What follows belongs to an exercise in optimizing a design on an open flow for small area and a short achievable clock period; a production flow would make more cautious choices. RTL that was checked went through simulation tests only; none was proved equivalent to the original. The flow treats the clock pin as an ideal source. Dropping or thinning the clock tree relies on that and would not hold on a real chip. Power figures rest on the tool's default switching activity, not on a simulated workload.

==> 06-14 <==
==> flow/design.v <==
module memory_unit(
    input CLK, RESET,  
    input [3:0] ADDR,  
    input [7:0] DATA_IN,  
    input READ, WRITE,  
    input [7:0] SEARCH_KEY,  
    output reg [7:0] DATA_OUT,  
    output reg [7:0] SEARCH_RESULT  
);
reg [7:0] dasd_memory [0:15];  
reg [7:0] cam_key [0:7];       
wire we = !RESET && !READ && WRITE;
always @(posedge CLK) begin
    if (we) begin
        dasd_memory[ADDR] <= DATA_IN;
        if (!ADDR[3])
            cam_key[ADDR[2:0]] <= SEARCH_KEY;
    end
end
wire nrd;
g_inv u_nrd (.a(READ), .y(nrd));
wire [7:0] nlo, nhi, m, mr;
genvar g, b;
generate
    for (g = 0; g < 8; g = g + 1) begin : cmp
        wire [7:0] eq;
        for (b = 0; b < 8; b = b + 1) begin : bit_eq
            g_xnor2 u_eq (.a(cam_key[g][b]), .b(SEARCH_KEY[b]), .y(eq[b]));
        end
        g_nand4 u_lo (.a(eq[0]), .b(eq[1]), .c(eq[2]), .d(eq[3]), .y(nlo[g]));
        g_nand4 u_hi (.a(eq[4]), .b(eq[5]), .c(eq[6]), .d(eq[7]), .y(nhi[g]));
        g_nor2 u_m (.a(nlo[g]), .b(nhi[g]), .y(m[g]));
        g_nor3 u_mr (.a(nlo[g]), .b(nhi[g]), .c(nrd), .y(mr[g]));
    end
endgenerate
wire [7:0] nh, ssel;
wire z47, n23, n13;
g_or2  u_nh6 (.a(nlo[7]), .b(nhi[7]), .y(nh[6]));
g_nor2 u_nh5 (.a(m[6]), .b(m[7]), .y(nh[5]));
g_nor3 u_nh4 (.a(m[5]), .b(m[6]), .c(m[7]), .y(nh[4]));
g_nor4 u_z47 (.a(m[4]), .b(m[5]), .c(m[6]), .d(m[7]), .y(z47));
assign nh[3] = z47;
g_or2  u_n3  (.a(nlo[3]), .b(nhi[3]), .y(n13));
g_and2 u_nh2 (.a(z47), .b(n13), .y(nh[2]));
g_nor2 u_n23 (.a(m[2]), .b(m[3]), .y(n23));
g_and2 u_nh1 (.a(z47), .b(n23), .y(nh[1]));
wire n123;
g_nor3 u_n123 (.a(m[1]), .b(m[2]), .c(m[3]), .y(n123));
g_and2 u_nh0 (.a(z47), .b(n123), .y(nh[0]));
assign nh[7] = 1'b1;
assign ssel[7] = mr[7];
generate
    for (g = 0; g < 7; g = g + 1) begin : sel
        g_and2 u_s (.a(mr[g]), .b(nh[g]), .y(ssel[g]));
    end
endgenerate
wire [15:0] rsel;
mu_dec u_dec (.a(ADDR), .rd(READ), .sel(rsel));
wire [7:0] dout_d, sres_d;
generate
    for (b = 0; b < 8; b = b + 1) begin : bits
        wire [15:0] v;
        for (g = 0; g < 16; g = g + 1) begin : w
            assign v[g] = dasd_memory[g][b];
        end
        wire s0, s1, s2;
        g_a222oi u_s0 (.a1(ssel[0]), .a2(v[0]), .b1(ssel[1]), .b2(v[1]), .c1(ssel[2]), .c2(v[2]), .y(s0));
        g_a222oi u_s1 (.a1(ssel[3]), .a2(v[3]), .b1(ssel[4]), .b2(v[4]), .c1(ssel[5]), .c2(v[5]), .y(s1));
        g_a222oi u_s2 (.a1(ssel[6]), .a2(v[6]), .b1(ssel[7]), .b2(v[7]), .c1(nrd), .c2(SEARCH_RESULT[b]), .y(s2));
        g_nand3 u_sy (.a(s0), .b(s1), .c(s2), .y(sres_d[b]));
        wire d0, d1, d2, d3, d4, d5, e0, e1;
        g_a222oi u_d0 (.a1(rsel[0]), .a2(v[0]), .b1(rsel[1]), .b2(v[1]), .c1(rsel[2]), .c2(v[2]), .y(d0));
        g_a222oi u_d1 (.a1(rsel[3]), .a2(v[3]), .b1(rsel[4]), .b2(v[4]), .c1(rsel[5]), .c2(v[5]), .y(d1));
        g_a222oi u_d2 (.a1(rsel[6]), .a2(v[6]), .b1(rsel[7]), .b2(v[7]), .c1(rsel[8]), .c2(v[8]), .y(d2));
        g_a222oi u_d3 (.a1(rsel[9]), .a2(v[9]), .b1(rsel[10]), .b2(v[10]), .c1(rsel[11]), .c2(v[11]), .y(d3));
        g_a222oi u_d4 (.a1(rsel[12]), .a2(v[12]), .b1(rsel[13]), .b2(v[13]), .c1(rsel[14]), .c2(v[14]), .y(d4));
        g_a22oi  u_d5 (.a1(rsel[15]), .a2(v[15]), .b1(nrd), .b2(DATA_OUT[b]), .y(d5));
        g_nand3 u_e0 (.a(d0), .b(d1), .c(d2), .y(e0));
        g_nand3 u_e1 (.a(d3), .b(d4), .c(d5), .y(e1));
        g_or2 u_dy (.a(e0), .b(e1), .y(dout_d[b]));
    end
endgenerate
always @(posedge CLK or posedge RESET) begin
    if (RESET) begin
        DATA_OUT <= 8'd0;
        SEARCH_RESULT <= 8'd0;
    end else begin
        DATA_OUT <= dout_d;
        SEARCH_RESULT <= sres_d;
    end
end
endmodule
module mu_dec(input [3:0] a, input rd, output [15:0] sel);
    genvar i;
    generate
        for (i = 0; i < 16; i = i + 1) begin : d
            assign sel[i] = rd & (a == i);
        end
    endgenerate
endmodule
module g_inv(input a, output y);
    assign y = ~a;
endmodule
module g_xnor2(input a, input b, output y);
    assign y = ~(a ^ b);
endmodule
module g_nand3(input a, input b, input c, output y);
    assign y = ~(a & b & c);
endmodule
module g_nand4(input a, input b, input c, input d, output y);
    assign y = ~(a & b & c & d);
endmodule
module g_nor2(input a, input b, output y);
    assign y = ~(a | b);
endmodule
module g_nor3(input a, input b, input c, output y);
    assign y = ~(a | b | c);
endmodule
module g_nor4(input a, input b, input c, input d, output y);
    assign y = ~(a | b | c | d);
endmodule
module g_or2(input a, input b, output y);
    assign y = a | b;
endmodule
module g_and2(input a, input b, output y);
    assign y = a & b;
endmodule
module g_a22oi(input a1, input a2, input b1, input b2, output y);
    assign y = ~(a1 & a2 | b1 & b2);
endmodule
module g_a222oi(input a1, input a2, input b1, input b2, input c1, input c2, output y);
    assign y = ~(a1 & a2 | b1 & b2 | c1 & c2);
endmodule
==> flow/flow/run.sh <==
#!/bin/bash
# Own layout flow: the standard synthesis, then the standard ORFS steps with
# extra make variables (flow/make_args.txt, one NAME=VALUE per line; @FLOW@ is
# replaced by this folder's absolute path, for hook scripts).
set -uo pipefail
here=$(cd "$(dirname "$0")" && pwd)
mapfile -t args < <(grep -v '^\s*#' "$here/make_args.txt" | grep -v '^\s*$' | sed "s#@FLOW@#$here#g")
printf '%s\n' "${args[@]}" > make_args_used.log
bash standard.sh synth > synth.log 2>&1 || exit 1
bash standard.sh "${args[@]}" finish > layout.log 2>&1
==> flow/flow/make_args.txt <==
MATCH_CELL_FOOTPRINT=0
BUFFER_PORTS_ARGS=-buffer_cell sky130_fd_sc_hd__buf_2
CTS_ARGS=-sink_clustering_enable -repair_clock_nets -dont_use_dummy_load -buf_list sky130_fd_sc_hd__clkbuf_16 -sink_clustering_size 24 -sink_clustering_max_diameter 80
POST_CTS_TCL=@FLOW@/post_cts.tcl
SKIP_CTS_REPAIR_TIMING=1
==> flow/flow/post_cts.tcl <==
# Flatten the clock tree to two levels: the root buffer (the only cell the CLK
# port drives) drives the leaf buffers directly, which drive the registers. The
# branching buffers between them are removed, and the root is a clkbuf_16. All
# registers keep the same number of buffers on their clock path.
set block [ord::get_db_block]
proc out_net {inst} {
  foreach it [$inst getITerms] { if {[$it isOutputSignal]} { return [$it getNet] } }
  return ""
}
proc is_clkbuf {inst} { string match sky130_fd_sc_hd__clkbuf_* [[$inst getMaster] getName] }
set clk [$block findNet CLK]
set root ""
foreach it [$clk getITerms] { set root [$it getInst] }
set n0 [out_net $root]
set changed 1
while {$changed} {
  set changed 0
  foreach it [$n0 getITerms] {
    if {![$it isInputSignal]} { continue }
    set b [$it getInst]
    if {![is_clkbuf $b]} { continue }
    set n1 [out_net $b]
    # collapse b only if everything it drives is a clock buffer
    set all_bufs 1
    foreach l [$n1 getITerms] {
      if {[$l isInputSignal] && ![is_clkbuf [$l getInst]]} { set all_bufs 0 }
    }
    if {!$all_bufs} { continue }
    foreach l [$n1 getITerms] {
      if {[$l isInputSignal]} { $l disconnect; $l connect $n0 }
    }
    foreach bt [$b getITerms] { $bt disconnect }
    odb::dbInst_destroy $b
    odb::dbNet_destroy $n1
    set changed 1
    break
  }
}
$root swapMaster [[ord::get_db] findMaster sky130_fd_sc_hd__clkbuf_16]
puts "post_cts: root [$root getName] drives [expr {[llength [$n0 getITerms]] - 1}] clock buffers"
detailed_placement
check_placement -verbose
==> flow/flow/pre_cts.tcl <==
# Upsize the output port buffers.
set block [ord::get_db_block]
set master_buf [[ord::get_db] findMaster sky130_fd_sc_hd__buf_4]
foreach bterm [$block getBTerms] {
  if {[$bterm getIoType] ne "OUTPUT"} { continue }
  foreach iterm [[$bterm getNet] getITerms] {
    if {[$iterm isOutputSignal]} { [$iterm getInst] swapMaster $master_buf }
  }
}
==> flow/standard.sh <==
#!/bin/bash
# synth_recipe.tcl (not shown) runs the flow's synth.tcl, then flattens the netlist and writes it again
# the make line also repeats each setting of config.mk as NAME=value (left out here)
make -C /OpenROAD-flow-scripts/flow DESIGN_CONFIG=/design/flow/config.mk WORK_HOME=/design/flow/orfs CLKGATE_MAP_FILE= SYNTH_SCRIPT=/design/flow/synth_recipe.tcl "${@:-finish}"
==> flow/config.mk <==
export PLATFORM = sky130hd
export DESIGN_NAME = memory_unit
export DESIGN_NICKNAME = memory_unit
export VERILOG_FILES = /design/flow/design.v
export SDC_FILE = /design/flow/constraint.sdc
export NUM_CORES = 4
export LEC_CHECK = 0
export CAP_MARGIN = 20
export CORE_MARGIN = 2
export CORE_UTILIZATION = 40
export SETUP_SLACK_MARGIN = 1.9
export SLEW_MARGIN = 20
export SYNTH_HIERARCHICAL = 1
==> flow/constraint.sdc <==
create_clock -name core_clock -period 4.0 [get_ports {CLK}]
set_input_delay 0.8000 -clock core_clock [delete_from_list [all_inputs] [get_ports {CLK}]]
set_output_delay 0.8000 -clock core_clock [all_outputs]
set_load 0.01 [all_outputs]
==> 02-24 (differences from 06-14) <==
==> flow/design.v, changed modules only <==
module memory_unit(
    input CLK, RESET,  
    input [3:0] ADDR,  
    input [7:0] DATA_IN,  
    input READ, WRITE,  
    input [7:0] SEARCH_KEY,  
    output reg [7:0] DATA_OUT,  
    output reg [7:0] SEARCH_RESULT  
);
reg [7:0] dasd_memory [0:15];  
reg [7:0] cam_key [0:7];       
wire we = !RESET && !READ && WRITE;
always @(posedge CLK) begin
    if (we) begin
        dasd_memory[ADDR] <= DATA_IN;
        if (!ADDR[3])
            cam_key[ADDR[2:0]] <= SEARCH_KEY;
    end
end
reg [7:0] search;
integer i;
always @(*) begin
    search = 8'd0;
    for (i = 0; i < 8; i = i + 1)
        if (cam_key[i] == SEARCH_KEY)
            search = dasd_memory[i];
end
wire nrd;
g_inv u_nrd (.a(READ), .y(nrd));
wire [15:0] rsel;
mu_dec u_dec (.a(ADDR), .rd(READ), .sel(rsel));
wire [7:0] dout_d;
genvar g, b;
generate
    for (b = 0; b < 8; b = b + 1) begin : bits
        wire [15:0] v;
        for (g = 0; g < 16; g = g + 1) begin : w
            assign v[g] = dasd_memory[g][b];
        end
        wire d0, d1, d2, d3, d4, d5, e0, e1;
        g_a222oi u_d0 (.a1(rsel[0]), .a2(v[0]), .b1(rsel[1]), .b2(v[1]), .c1(rsel[2]), .c2(v[2]), .y(d0));
        g_a222oi u_d1 (.a1(rsel[3]), .a2(v[3]), .b1(rsel[4]), .b2(v[4]), .c1(rsel[5]), .c2(v[5]), .y(d1));
        g_a222oi u_d2 (.a1(rsel[6]), .a2(v[6]), .b1(rsel[7]), .b2(v[7]), .c1(rsel[8]), .c2(v[8]), .y(d2));
        g_a222oi u_d3 (.a1(rsel[9]), .a2(v[9]), .b1(rsel[10]), .b2(v[10]), .c1(rsel[11]), .c2(v[11]), .y(d3));
        g_a222oi u_d4 (.a1(rsel[12]), .a2(v[12]), .b1(rsel[13]), .b2(v[13]), .c1(rsel[14]), .c2(v[14]), .y(d4));
        g_a22oi  u_d5 (.a1(rsel[15]), .a2(v[15]), .b1(nrd), .b2(DATA_OUT[b]), .y(d5));
        g_nand3 u_e0 (.a(d0), .b(d1), .c(d2), .y(e0));
        g_nand3 u_e1 (.a(d3), .b(d4), .c(d5), .y(e1));
        g_or2 u_dy (.a(e0), .b(e1), .y(dout_d[b]));
    end
endgenerate
always @(posedge CLK or posedge RESET) begin
    if (RESET) begin
        DATA_OUT <= 8'd0;
        SEARCH_RESULT <= 8'd0;
    end else begin
        DATA_OUT <= dout_d;
        if (READ)
            SEARCH_RESULT <= search;
    end
end
endmodule
// module g_xnor2 removed
// module g_nand4 removed
// module g_nor2 removed
// module g_nor3 removed
// module g_nor4 removed
// module g_and2 removed
==> flow/flow/run.sh (replaced) <==
#!/bin/bash
# Own layout flow: the standard synthesis, then the standard ORFS steps with
# extra make variables (flow/make_args.txt, one NAME=VALUE per line).
set -uo pipefail
here=$(cd "$(dirname "$0")" && pwd)
mapfile -t args < <(grep -v '^\s*#' "$here/make_args.txt" | grep -v '^\s*$')
printf '%s\n' "${args[@]}" > make_args_used.log
bash standard.sh synth > synth.log 2>&1 || exit 1
bash standard.sh "${args[@]}" finish > layout.log 2>&1
==> flow/flow/make_args.txt (replaced) <==
MATCH_CELL_FOOTPRINT=0
BUFFER_PORTS_ARGS=-buffer_cell sky130_fd_sc_hd__buf_2
CTS_ARGS=-sink_clustering_enable -repair_clock_nets -dont_use_dummy_load -buf_list sky130_fd_sc_hd__clkbuf_8 sky130_fd_sc_hd__clkbuf_16 -sink_clustering_size 20 -sink_clustering_max_diameter 60
- SETUP_SLACK_MARGIN: 1.9 -> 2.2
removed: flow/flow/post_cts.tcl
removed: flow/flow/pre_cts.tcl
==> 08-18 (differences from 06-14) <==
==> flow/flow/run.sh (replaced) <==
#!/bin/bash
# Own layout flow: the standard synthesis, then the standard ORFS steps with
# extra make variables (flow/make_args.txt, one NAME=VALUE per line).
set -uo pipefail
here=$(cd "$(dirname "$0")" && pwd)
mapfile -t args < <(grep -v '^\s*#' "$here/make_args.txt" | grep -v '^\s*$')
printf '%s\n' "${args[@]}" > make_args_used.log
bash standard.sh synth > synth.log 2>&1 || exit 1
bash standard.sh "${args[@]}" finish > layout.log 2>&1
==> flow/flow/make_args.txt (replaced) <==
MATCH_CELL_FOOTPRINT=0
BUFFER_PORTS_ARGS=-buffer_cell sky130_fd_sc_hd__buf_2
CTS_ARGS=-sink_clustering_enable -repair_clock_nets -dont_use_dummy_load -buf_list sky130_fd_sc_hd__clkbuf_8 -sink_clustering_size 16 -sink_clustering_max_diameter 50
- SETUP_SLACK_MARGIN: 1.9 -> 2.2
removed: flow/flow/post_cts.tcl
removed: flow/flow/pre_cts.tcl
==> qor summary <==
Run status: 08-18 complete, no violations; 06-14 complete, no violations; 02-24 aborted with a tool error
Last stage reached: 08-18 -; 06-14 -; 02-24 clock tree synthesis
Net Switching: 08-18 0.8479 mW; 06-14 0.8106 mW; 02-24 -
Design Area, Final: 08-18 10,500 sq um; 06-14 10,340 sq um; 02-24 -
Total power per unit cell area: 08-18 367.6 nW/um^2; 06-14 370.5 nW/um^2; 02-24 -
Time the final worst path needs with I/O delays and setup: 08-18 2.116 ns; 06-14 2.243 ns; 02-24 -
Post-layout instance count excluding filler cells: 08-18 888; 06-14 844; 02-24 -
Sequential power share: 08-18 62.7%; 06-14 63.2%; 02-24 -
Worst supply voltage drop on vdd: 08-18 259.5 uV; 06-14 233.6 uV; 02-24 -
Largest fanout on the critical path: 08-18 16; 06-14 9; 02-24 -
Synth Area in Simple Gates: 08-18 9.681%; 06-14 9.681%; 02-24 9.067%
Top cell type's share of synthesized area: 08-18 69.38%; 06-14 69.38%; 02-24 66.96%
Proportion of power drawn by the clock network: 08-18 28.9%; 06-14 29.0%; 02-24 -
Final global-route overflow total: 08-18 0; 06-14 0; 02-24 -
Detailed-routing wirelength on met1: 08-18 7849 um; 06-14 8469 um; 02-24 -
Endpoints failing hold: 08-18 0; 06-14 0; 02-24 -
Static power due to leakage: 08-18 3.479 nW; 06-14 3.405 nW; 02-24 -
First-pass GRT wire length: 08-18 31,040 um; 06-14 29,560 um; 02-24 -
Placeable core area: 08-18 20,300 sq um; 06-14 20,300 sq um; 02-24 -
Crit Path Class: 08-18 in2reg; 06-14 in2reg; 02-24 -
Share of layout cells above drive strength 1: 08-18 37.38%; 06-14 34.84%; 02-24 -
Syn Nets: 08-18 512; 06-14 512; 02-24 560
GP Congestion: 08-18 0.7982; 06-14 0.8347; 02-24 0.9354
Number of failing setup endpoints in the final timing report: 08-18 0; 06-14 0; 02-24 -
Worst setup slack before clock tree synthesis: 08-18 0.8288 ns; 06-14 0.9921 ns; 02-24 0.9545 ns
Count of non-CTS buffers in the layout: 08-18 113; 06-14 81; 02-24 -
Register fraction of the total cell area: 08-18 58.71%; 06-14 59.64%; 02-24 -
For 06-14 and 08-18, only the layout was checked, not whether the RTL still works.

port drivers added, routing unchanged:
Ports are ideal in the flow. The routed layouts listed here were re-timed in OpenROAD.
Step 1 sets driving cells, clkbuf_16 on the clock port and buf_2 on the other inputs (assumed; they add their load-dependent delay and slew).
Step 2 adds t to the input delays and takes it off the output delays; t is the mean of the earliest and latest rising clock arrival at the registers after step 1. Input paths then give back, and output paths get back, about the clock's delay inside the block.
a / b / c = no drivers / after step 1 / after step 2; a / b = the first two.
run | t, ns | setup WS [ns] | worst setup path at the end
06-14 | 0.425 | 1.757 / 1.673 / 1.248 | input to register
08-18 | 0.542 | 1.884 / 1.877 / 1.335 | input to register
After both steps setup and hold are still met in every run listed. The setup slack of 08-18, which loses most, moves by -0.007 ns with the drivers and by -0.549 ns with both steps.
